Background: an optimization exercise with open tools, aiming at a short achievable clock period and few clock cycles. Do not read the settings as production practice.
Only the layout flow was run in this run; the RTL was not checked for function there.
Power figures rest on the tool's default switching activity, not on a simulated workload.

`config.mk`:
```
export PLATFORM = sky130hd
export DESIGN_NAME = core_model
export DESIGN_NICKNAME = core_model
export VERILOG_FILES = /design/flow/design.v
export SDC_FILE = /design/flow/constraint.sdc
export NUM_CORES = 4
export LEC_CHECK = 0
export ABC_CLOCK_PERIOD_IN_PS = 4000
export CAP_MARGIN = 20
export CORE_MARGIN = 2
export CORE_UTILIZATION = 40
export SLEW_MARGIN = 20
```
`constraint.sdc`:
```
create_clock -name core_clock -period 25.0 [get_ports {clk_i}]
set_input_delay 5.0000 -clock core_clock [delete_from_list [all_inputs] [get_ports {clk_i}]]
set_output_delay 5.0000 -clock core_clock [all_outputs]
set_load 0.01 [all_outputs]
```
`design.v`:
```
`timescale 1ns / 1ps
module core_model (
    input  logic        clk_i,         
    input  logic        rstn_i,        
    output logic [31:0] imem_addr_o,   
    input  logic [31:0] imem_rdata_i,  
    output logic [31:0] dmem_addr_o,   
    output logic [3:0]  dmem_wmask_o,  
    output logic [31:0] dmem_wdata_o,  
    input  logic [31:0] dmem_rdata_i,  
    output logic        wb_valid_o,    
    output logic [4:0]  wb_rd_o,       
    output logic [31:0] wb_data_o      
);
  localparam int R_ADD = 0, R_SLT = 1, R_SLTU = 2, R_XOR = 3, R_OR = 4, R_AND = 5,
                 R_SLL = 6, R_SRL = 7, R_CLZ = 8, R_CTZ = 9, R_CPOP = 10, R_EARLY = 11;
  localparam int NR = 12;
  logic [31:0] pc_f;
  logic        v_d;
  logic [31:0] instr_d, pc_d;
  logic        wen_e, ld_e, st_e, early_e, sub_e, sra_e, bimm_e;
  logic [4:0]  rd_e;
  logic [2:0]  f3_e;
  logic [NR-1:0] rsel_e;
  logic [31:0] a_e, b_e, imm_e, early_val_e;
  logic        fa_m_e, fa_w_e, fb_m_e, fb_w_e;
  logic        wen_m, ld_m;
  logic [4:0]  rd_m;
  logic [2:0]  f3_m;
  logic [1:0]  off_m;
  logic [31:0] res_m, wdata_m;
  logic [3:0]  wmask_m;
  logic        wen_w;
  logic [4:0]  rd_w;
  logic [31:0] res_w;
  logic [31:0] rf [1:31];
  logic [31:1] rf_v;           
  logic [4:0] op_d, rs1_d, rs2_d, rd_d;
  logic [2:0] f3_d;
  logic is_lui, is_auipc, is_jal, is_jalr, is_br, is_ld, is_st, is_opi, is_op;
  assign op_d  = instr_d[6:2];
  assign rs1_d = instr_d[19:15];
  assign rs2_d = instr_d[24:20];
  assign rd_d  = instr_d[11:7];
  assign f3_d  = instr_d[14:12];
  assign is_lui   = (op_d == 5'b01101);
  assign is_auipc = (op_d == 5'b00101);
  assign is_jal   = (op_d == 5'b11011);
  assign is_jalr  = (op_d == 5'b11001);
  assign is_br    = (op_d == 5'b11000);
  assign is_ld    = (op_d == 5'b00000);
  assign is_st    = (op_d == 5'b01000);
  assign is_opi   = (op_d == 5'b00100);
  assign is_op    = (op_d == 5'b01100);
  logic use1_d, use2_d, wen_d, early_d;
  assign use1_d  = is_jalr | is_br | is_ld | is_st | is_opi | is_op;
  assign use2_d  = is_br | is_st | is_op;
  assign wen_d   = (is_lui | is_auipc | is_jal | is_jalr | is_ld | is_opi | is_op) &
                   (rd_d != 5'd0);
  assign early_d = is_lui | is_auipc | is_jal | is_jalr;
  logic [31:0] imm_i, imm_s, imm_b, imm_u, imm_j;
  assign imm_i = {{20{instr_d[31]}}, instr_d[31:20]};
  assign imm_s = {{20{instr_d[31]}}, instr_d[31:25], instr_d[11:7]};
  assign imm_b = {{19{instr_d[31]}}, instr_d[31], instr_d[7], instr_d[30:25], instr_d[11:8], 1'b0};
  assign imm_u = {instr_d[31:12], 12'b0};
  assign imm_j = {{11{instr_d[31]}}, instr_d[31], instr_d[19:12], instr_d[20], instr_d[30:21], 1'b0};
  logic [31:0] early_val_d;
  always_comb begin
    if (is_lui)        early_val_d = imm_u;
    else if (is_auipc) early_val_d = pc_d + imm_u;
    else               early_val_d = pc_d + 32'd4;
  end
  logic [31:0] rf1, rf2;
  assign rf1 = (rs1_d != 5'd0 && rf_v[rs1_d]) ? rf[rs1_d] : 32'd0;
  assign rf2 = (rs2_d != 5'd0 && rf_v[rs2_d]) ? rf[rs2_d] : 32'd0;
  logic fe1, fm1, fw1, fe2, fm2, fw2;
  assign fe1 = wen_e & (rd_e == rs1_d);
  assign fm1 = wen_m & (rd_m == rs1_d);
  assign fw1 = wen_w & (rd_w == rs1_d);
  assign fe2 = wen_e & (rd_e == rs2_d);
  assign fm2 = wen_m & (rd_m == rs2_d);
  assign fw2 = wen_w & (rd_w == rs2_d);
  logic [31:0] a_d, b_d;
  always_comb begin
    if (fe1)      a_d = early_val_e;
    else if (fm1) a_d = res_m;
    else if (fw1) a_d = res_w;
    else          a_d = rf1;
    if (fe2)      b_d = early_val_e;
    else if (fm2) b_d = res_m;
    else if (fw2) b_d = res_w;
    else          b_d = rf2;
  end
  logic needd1, needd2, stall_d;
  assign needd1 = is_jalr | is_br;
  assign needd2 = is_br;
  assign stall_d = v_d & (
      (use1_d & fe1 & ld_e) | (use2_d & fe2 & ld_e) |
      (needd1 & ((fe1 & ~early_e) | (~fe1 & fm1 & ld_m))) |
      (needd2 & ((fe2 & ~early_e) | (~fe2 & fm2 & ld_m))));
  logic eq_d, lt_d, ltu_d, cond_d, taken_d;
  assign eq_d  = (a_d == b_d);
  assign lt_d  = ($signed(a_d) < $signed(b_d));
  assign ltu_d = (a_d < b_d);
  always_comb begin
    case (f3_d[2:1])
      2'b00:   cond_d = eq_d;
      2'b10:   cond_d = lt_d;
      default: cond_d = ltu_d;
    endcase
    cond_d = cond_d ^ f3_d[0];
  end
  assign taken_d = v_d & ~stall_d & (is_jal | is_jalr | (is_br & cond_d));
  logic [31:0] tgt_pc_d, tgt_jalr_d, tgt_d;
  assign tgt_pc_d   = pc_d + (is_jal ? imm_j : imm_b);
  assign tgt_jalr_d = a_d + imm_i;
  assign tgt_d      = is_jalr ? {tgt_jalr_d[31:1], 1'b0} : tgt_pc_d;
  logic [NR-1:0] rsel_d;
  logic sub_d, sra_d, bimm_d;
  always_comb begin
    rsel_d = '0;
    sub_d  = 1'b0;
    sra_d  = instr_d[30];
    bimm_d = ~is_op;
    if (early_d) rsel_d[R_EARLY] = 1'b1;
    else if (is_ld | is_st) rsel_d[R_ADD] = 1'b1;
    else begin
      case (f3_d)
        3'b000: begin rsel_d[R_ADD] = 1'b1; sub_d = is_op & instr_d[30]; end
        3'b001: begin
          if (is_opi & instr_d[29]) begin
            case (instr_d[21:20])
              2'b00:   rsel_d[R_CLZ]  = 1'b1;
              2'b01:   rsel_d[R_CTZ]  = 1'b1;
              default: rsel_d[R_CPOP] = 1'b1;
            endcase
          end else rsel_d[R_SLL] = 1'b1;
        end
        3'b010: begin rsel_d[R_SLT]  = 1'b1; sub_d = 1'b1; end
        3'b011: begin rsel_d[R_SLTU] = 1'b1; sub_d = 1'b1; end
        3'b100: rsel_d[R_XOR] = 1'b1;
        3'b101: rsel_d[R_SRL] = 1'b1;
        3'b110: rsel_d[R_OR]  = 1'b1;
        default: rsel_d[R_AND] = 1'b1;
      endcase
    end
  end
  logic [31:0] pc_next;
  always_comb begin
    if (taken_d)      pc_next = tgt_d;
    else if (stall_d) pc_next = pc_f;
    else              pc_next = pc_f + 32'd4;
  end
  always_ff @(posedge clk_i or negedge rstn_i) begin
    if (!rstn_i) begin
      pc_f <= 32'h8000_0000;
      v_d  <= 1'b0;
    end else begin
      pc_f <= pc_next;
      if (!stall_d) v_d <= ~taken_d;
    end
  end
  always_ff @(posedge clk_i) begin
    if (!stall_d) begin
      instr_d <= imem_rdata_i;
      pc_d    <= pc_f;
    end
  end
  logic go_d;
  assign go_d = v_d & ~stall_d;
  always_ff @(posedge clk_i or negedge rstn_i) begin
    if (!rstn_i) begin
      wen_e <= 1'b0;
      ld_e  <= 1'b0;
      st_e  <= 1'b0;
    end else begin
      wen_e <= go_d & wen_d;
      ld_e  <= go_d & is_ld;
      st_e  <= go_d & is_st;
    end
  end
  always_ff @(posedge clk_i) begin
    early_e     <= early_d;
    rd_e        <= rd_d;
    f3_e        <= f3_d;
    rsel_e      <= rsel_d;
    sub_e       <= sub_d;
    sra_e       <= sra_d;
    bimm_e      <= bimm_d;
    a_e         <= a_d;
    b_e         <= b_d;
    imm_e       <= is_st ? imm_s : imm_i;
    early_val_e <= early_val_d;
    fa_m_e      <= fe1;
    fa_w_e      <= ~fe1 & fm1;
    fb_m_e      <= fe2;
    fb_w_e      <= ~fe2 & fm2;
  end
  logic [31:0] ra, rb, opb;
  assign ra  = fa_m_e ? res_m : fa_w_e ? res_w : a_e;
  assign rb  = fb_m_e ? res_m : fb_w_e ? res_w : b_e;
  assign opb = bimm_e ? imm_e : rb;
  logic [32:0] sum;
  assign sum = {1'b0, ra} + {1'b0, opb ^ {32{sub_e}}} + {32'd0, sub_e};
  logic slt, sltu;
  assign sltu = ~sum[32];
  assign slt  = (ra[31] ^ opb[31]) ? ra[31] : sum[31];
  logic [4:0]  shamt;
  logic [31:0] sll_r, srl_r;
  assign shamt = opb[4:0];
  assign sll_r = ra << shamt;
  assign srl_r = $signed({sra_e & ra[31], ra}) >>> shamt;
  logic [5:0] clz_c, ctz_c, cpop_c;
  always_comb begin
    clz_c = 6'd32;
    for (int k = 0; k < 32; k++) if (ra[k]) clz_c = 6'(31 - k);
  end
  always_comb begin
    ctz_c = 6'd32;
    for (int k = 31; k >= 0; k--) if (ra[k]) ctz_c = 6'(k);
  end
  always_comb begin
    cpop_c = 6'd0;
    for (int k = 0; k < 32; k++) cpop_c = cpop_c + {5'd0, ra[k]};
  end
  logic [31:0] res_e;
  assign res_e = ({32{rsel_e[R_ADD]}}   & sum[31:0]) |
                 ({32{rsel_e[R_SLT]}}   & {31'd0, slt}) |
                 ({32{rsel_e[R_SLTU]}}  & {31'd0, sltu}) |
                 ({32{rsel_e[R_XOR]}}   & (ra ^ opb)) |
                 ({32{rsel_e[R_OR]}}    & (ra | opb)) |
                 ({32{rsel_e[R_AND]}}   & (ra & opb)) |
                 ({32{rsel_e[R_SLL]}}   & sll_r) |
                 ({32{rsel_e[R_SRL]}}   & srl_r) |
                 ({32{rsel_e[R_CLZ]}}   & {26'd0, clz_c}) |
                 ({32{rsel_e[R_CTZ]}}   & {26'd0, ctz_c}) |
                 ({32{rsel_e[R_CPOP]}}  & {26'd0, cpop_c}) |
                 ({32{rsel_e[R_EARLY]}} & early_val_e);
  logic [3:0]  wmask_e;
  logic [31:0] wdata_e;
  always_comb begin
    case (f3_e[1:0])
      2'b00:   begin wmask_e = 4'b0001 << sum[1:0];             wdata_e = {4{rb[7:0]}}; end
      2'b01:   begin wmask_e = sum[1] ? 4'b1100 : 4'b0011;      wdata_e = {2{rb[15:0]}}; end
      default: begin wmask_e = 4'b1111;                          wdata_e = rb; end
    endcase
  end
  always_ff @(posedge clk_i or negedge rstn_i) begin
    if (!rstn_i) begin
      wen_m   <= 1'b0;
      ld_m    <= 1'b0;
      wmask_m <= 4'b0;
    end else begin
      wen_m   <= wen_e;
      ld_m    <= ld_e;
      wmask_m <= st_e ? wmask_e : 4'b0;
    end
  end
  always_ff @(posedge clk_i) begin
    rd_m    <= rd_e;
    f3_m    <= f3_e;
    off_m   <= sum[1:0];
    res_m   <= res_e;
    wdata_m <= wdata_e;
  end
  logic [7:0]  lbyte;
  logic [15:0] lhalf;
  logic [31:0] ldata, res_mw;
  always_comb begin
    case (off_m)
      2'b00:   lbyte = dmem_rdata_i[7:0];
      2'b01:   lbyte = dmem_rdata_i[15:8];
      2'b10:   lbyte = dmem_rdata_i[23:16];
      default: lbyte = dmem_rdata_i[31:24];
    endcase
    lhalf = off_m[1] ? dmem_rdata_i[31:16] : dmem_rdata_i[15:0];
    case (f3_m[1:0])
      2'b00:   ldata = {{24{lbyte[7] & ~f3_m[2]}}, lbyte};
      2'b01:   ldata = {{16{lhalf[15] & ~f3_m[2]}}, lhalf};
      default: ldata = dmem_rdata_i;
    endcase
  end
  assign res_mw = ld_m ? ldata : res_m;
  always_ff @(posedge clk_i or negedge rstn_i) begin
    if (!rstn_i) wen_w <= 1'b0;
    else         wen_w <= wen_m;
  end
  always_ff @(posedge clk_i) begin
    rd_w  <= rd_m;
    res_w <= res_mw;
  end
  always_ff @(posedge clk_i) begin
    if (wen_w) rf[rd_w] <= res_w;
  end
  always_ff @(posedge clk_i or negedge rstn_i) begin
    if (!rstn_i) rf_v <= '0;
    else if (wen_w) rf_v[rd_w] <= 1'b1;
  end
  assign imem_addr_o  = pc_f;
  assign dmem_addr_o  = res_m;
  assign dmem_wmask_o = wmask_m;
  assign dmem_wdata_o = wdata_m;
  assign wb_valid_o   = wen_w;
  assign wb_rd_o      = rd_w;
  assign wb_data_o    = res_w;
endmodule
```
`run.sh`:
```
#!/bin/bash
# synth_recipe.tcl (not shown) runs the flow's synth.tcl, then flattens the netlist and writes it again
# the make line also repeats each setting of config.mk as NAME=value (left out here)
make -C /OpenROAD-flow-scripts/flow DESIGN_CONFIG=/design/flow/config.mk WORK_HOME=/design/flow/orfs CLKGATE_MAP_FILE= SYNTH_SCRIPT=/design/flow/synth_recipe.tcl finish
```
==> metrics.md <==
| Metric | Value |
|---|---|
| Status | `no timing/DRC/antenna violations` |
| Clock Path Buffers | `3` |
| Fin. Hold Viols | `0` |
| Final Max Tran Viols | `0` |
| Switch share | `34.3%` |
| Die Ht | `~440 um` |
| Synth Area in XOR/XNOR | `2.01%` |
| Ys flop type | `edfxtp_1` |
| CP peak stage delay | `900 ps` |
| Synth Area in Simple Gates | `7.15%` |
| CP Capture Type | `flip-flop` |
| Sw Pwr | `0.00250 W` |
| Most frequent cells in the layout | `edfxtp_1, mux4_2, nand2_1` |
| Compound-Gate Fraction of Synth Area | `around 11%` |
| Final GP Congestion | `0.982` |
| H-tree depth | `4` |
| DR WL/cell | `32.7 um` |
| Total design power | `0.00729 W` |
| Starting density of the core | `40.2%` |
| Max-cap violations | `0` |
| Critical path type | `flip-flop to flip-flop` |
| Crit. path cell count | `22` |
| Relative slew slack | `8.15%` |
| Worst VDD drop | `about 52 uV` |
| Share of total power in the clock network | `31.3%` |
| Fillers | `17100` |
| Post-synth ARST share | `under 10%` |
| Mux cell area share after synthesis | `22.6%` |
| Synthesis-to-layout area growth | `13.1%` |
| Sequential fraction of the synthesis area | `49.8%` |
| Number of synthesized flops with an enable pin | `around 1100` |
| Vias | `55400` |
| CTS tree | `built` |
| Most common cell after layout, fill and taps aside | `edfxtp_1` |
| Net Count, Synth | `6257` |
| Total CTS buffers | `148` |
| Most used cell, CP | `buf_4` |
| Post-CTS Setup Bufs | `0` |
| DRC | `0` |
| Fmax | `slightly above 100 MHz` |
| Die Span X | `roughly 440 um` |
| Post-CTS sizing | `0` |
| Number of global-route vias before repair | `approximately 54000` |
| GRT overflow | `0` |
| DRT Pass-1 Iters | `6` |
| Die area | `0.197 sq mm` |
| Vias per inst | `6.37` |
| Crit-path leading delay family | `buffers and inverters` |
| Internal power | `around 0.0048 W` |
| # rows | `161` |
| RSZ-0062 raised after global routing | `false` |
| ANT nets after route | `0` |
| # hold bufs at CTS | `0` |
| Comb power frac | `27.1%` |
| CP Launch Type | `flip-flop` |
| Post-synth cell types | `91` |
| CP cell instances | `buf_4 -> buf_4 -> buf_4 -> mux4_2 -> mux4_2 -> mux2i_1 -> o311ai_0 -> o21ai_0 -> o21ai_0 -> ha_1 -> nand3_1 -> nor2_1 -> nand4_1 -> or4_1 -> nor2b_1 -> and3_1 -> o21ai_0 -> and3b_4 -> buf_4 -> nand2_2 -> inv_1 -> a311oi_1` |
| Seq pwr share | `41.7%` |
| Port bufs | `about 200` |
| Post-detail-place hpwl | `roughly 190 mm` |
| Data arrival time of the worst path | `10400 ps` |
| Worst Skew | `70.9 ps` |
| Slew @ Worst Pin | `1360 ps` |
| Setup TNS | `0 ps` |
| Largest family of logic cells by synthesized area | `multiplexers` |
| Slowest stage cell, crit path | `mux2i_1` |
| Clk root buf | `clkbuf_16` |
| Skew-Pair Late Insertion Delay | `830 ps` |
| First-pass GRT wire length | `~400 mm` |
| Post-Synthesis Cells | `5930` |
| Hold depth | `0` |
| Max FO, Critical Path | `64` |
| CP Buf/Inv Count | `5` |
| Worst Reg2Reg Path Length in Cells | `22` |
| Leak | `30.9 nW` |
| Part of the cycle the worst path needs | `39.1%` |
| Synthesized flop and latch total | `1383` |
| Drt total wl | `284 mm` |
| HP Class | `flip-flop to flip-flop` |
| Setup violators final | `0` |
| Area of the core | `0.193 sq mm` |
| Synth warn | `1` |
| Share of layout cells above drive strength 1 | `roughly a fifth` |
| Syn Area/Cell | `13.1 sq um` |
| Number of DRC markers in iteration 0 | `roughly 6800` |
| # IOs | `204` |
| NumNets Final | `6363` |
| Largest net degree at the start of global routing | `111` |
| Pwr/cell area | `83.2 mW/mm^2` |
| Netlist Area Pre-Place | `0.0775 sq mm` |
| Post-synthesis adder-cell area fraction | `4.48%` |
| Initial antenna violation count | `17` |
| Crit path required time | `between 20000 and 30000 ps` |
| Clock slew at reported path FFs | `~60 ps` |
| Clock sink count | `1383` |
| GR Util All Layers | `28.4%` |
| Crit path time final | `9770 ps` |
metrics by stage:
stage	instance area, sq um	std cells	setup slack, ps	utilization [%]	hold slack (ps)
after floorplan	77500	5930	18440	-	310
after global placement	82500	8411	15220	42.9	316
after detailed placement	82600	8411	15290	42.9	324
after CTS	87600	8688	15230	45.5	338
after global routing	87600	8691	14670	45.5	356
final	87600	8696	15230	45.5	339
power groups by stage:
| stage | registers (W) | clock network (W) | logic, W |
|---|---|---|---|
| 6_report | 0.00304 | 0.00228 | 0.00197 |
| 5_1_grt | 0.00304 | 0.00239 | 0.00212 |
| 4_1_cts | 0.00302 | 0.00230 | 0.00194 |
| 3_5_place_dp | 0.00307 | 0 | 0.00192 |
| 3_3_place_gp | 0.00307 | 0 | 0.00191 |
| 2_1_floorplan | 0.00297 | 0 | 0.00116 |
Yosys cell counts, types with 38 or more instances:
cell | number | share of area [%]
xor2_1 | 65 | 0.73
o21bai_1 | 42 | 0.41
o211ai_1 | 90 | 0.87
buf_1 | 68 | 0.33
mux2_2 | 56 | 0.81
xnor2_1 | 113 | 1.3
dfxtp_1 | 255 | 6.6
a211oi_1 | 53 | 0.51
mux4_2 | 591 | 17
mux2i_1 | 353 | 4.6
nor2_1 | 383 | 1.9
o311ai_0 | 38 | 0.43
clkbuf_1 | 250 | 1.2
nand2_1 | 424 | 2.1
ha_1 | 233 | 3.8
o21ai_0 | 267 | 1.7
dfrtp_1 | 73 | 2.4
edfxtp_1 | 1054 | 41
o21a_1 | 99 | 0.96
a31oi_1 | 39 | 0.31
buf_2 | 76 | 0.49
a21o_1 | 81 | 0.78
nor3_1 | 65 | 0.42
inv_1 | 157 | 0.76
a21oi_1 | 376 | 2.4
nand3_1 | 98 | 0.63
metal layers:
| metal | GRT usage [%] | wire length, um |
|---|---|---|
| met5 | 0 | 48 |
| met2 | 44.7 | 132000 |
| met4 | 13.4 | 15100 |
| met3 | 5.20 | 25200 |
| met1 | 38.1 | 113000 |
worst register-to-register path: stages (launching register included):
cell      delay [ps]
dfxtp_4          740
buf_4            850
buf_4            810
buf_4            660
mux4_2           580
mux4_2           480
mux2i_1          910
o311ai_0         220
o21ai_0          120
o21ai_0          360
ha_1             480
nand3_1           90
nor2_1           120
nand4_1          250
or4_1            610
nor2b_1          150
and3_1           220
o21ai_0          150
and3b_4          360
buf_4            620
nand2_2          370
inv_1            320
a311oi_1         150
cell families after synthesis:
family / Yosys count
XOR/XNOR: 178
AO/OA/AOI/OAI: 1309
buffers and inverters: 575
adder cells (fa/ha/maj): 261
multiplexers: 1004
flip-flops: 1383
AND/OR/NAND/NOR: 1220
state kept, by name (all words and copies together) (netlist names), 3 cells and up, named ones only:
signal,cells
wmask_m,4
instr_d,30
a_e,32
rf,992
res_w,32
res_m,32
pc_f,32
early_val_e,32
pc_d,32
f3_m,3
rd_w,5
rd_e,5
f3_e,3
b_e,32
wdata_m,32
rd_m,5
rf_v,31
imm_e,12
rsel_e,12
path summary, 6_finish.rpt:
check	slack, ps	endpoint	startpoint
max reg2reg	15230	pc_f[20]	flip-flop
max in group asynchronous	19670	ld_m	rstn_i
min reg2reg	340	f3_m[2]	f3_e[2]
max	15230	pc_f[20]	flip-flop
min in group asynchronous	4220	pc_f[19]	rstn_i
min	340	f3_m[2]	f3_e[2]
cell type report:
class                      count  area, sq um  area share [%]
antenna                        7         17.5          0.0200
clock buffer                 172         3870            4.42
clock inverter               105         1160            1.32
inverter                     168          633           0.722
multi-input combinational   3972        36800            42.0
sequential                  1383        38700            44.1
tap                         2526         3160            3.61
timing repair buffer         363         3320            3.79

[what the ideal ports hide]
Ports are ideal in the flow. The routed layout listed here was re-timed in OpenROAD.
Step 1 assumes that a clkbuf_16 drives the clock port and a buf_2 every other input.
Step 2 also shifts input and output timing later by t, the mid clock arrival at the registers, as if the neighbouring blocks saw the same clock.
Slacks: no drivers / after step 1 / after step 2; pairs: no drivers / after step 1.
t (ns): 0.881
slack for setup (ns): 15.225 / 15.225 / 15.225
worst hold slack (ns): 0.339 / 0.339 / 0.339
After both steps setup and hold are still met in this run. For this run, drivers alone change the setup slack by 0.000 ns; drivers and shift together by 0.000 ns.
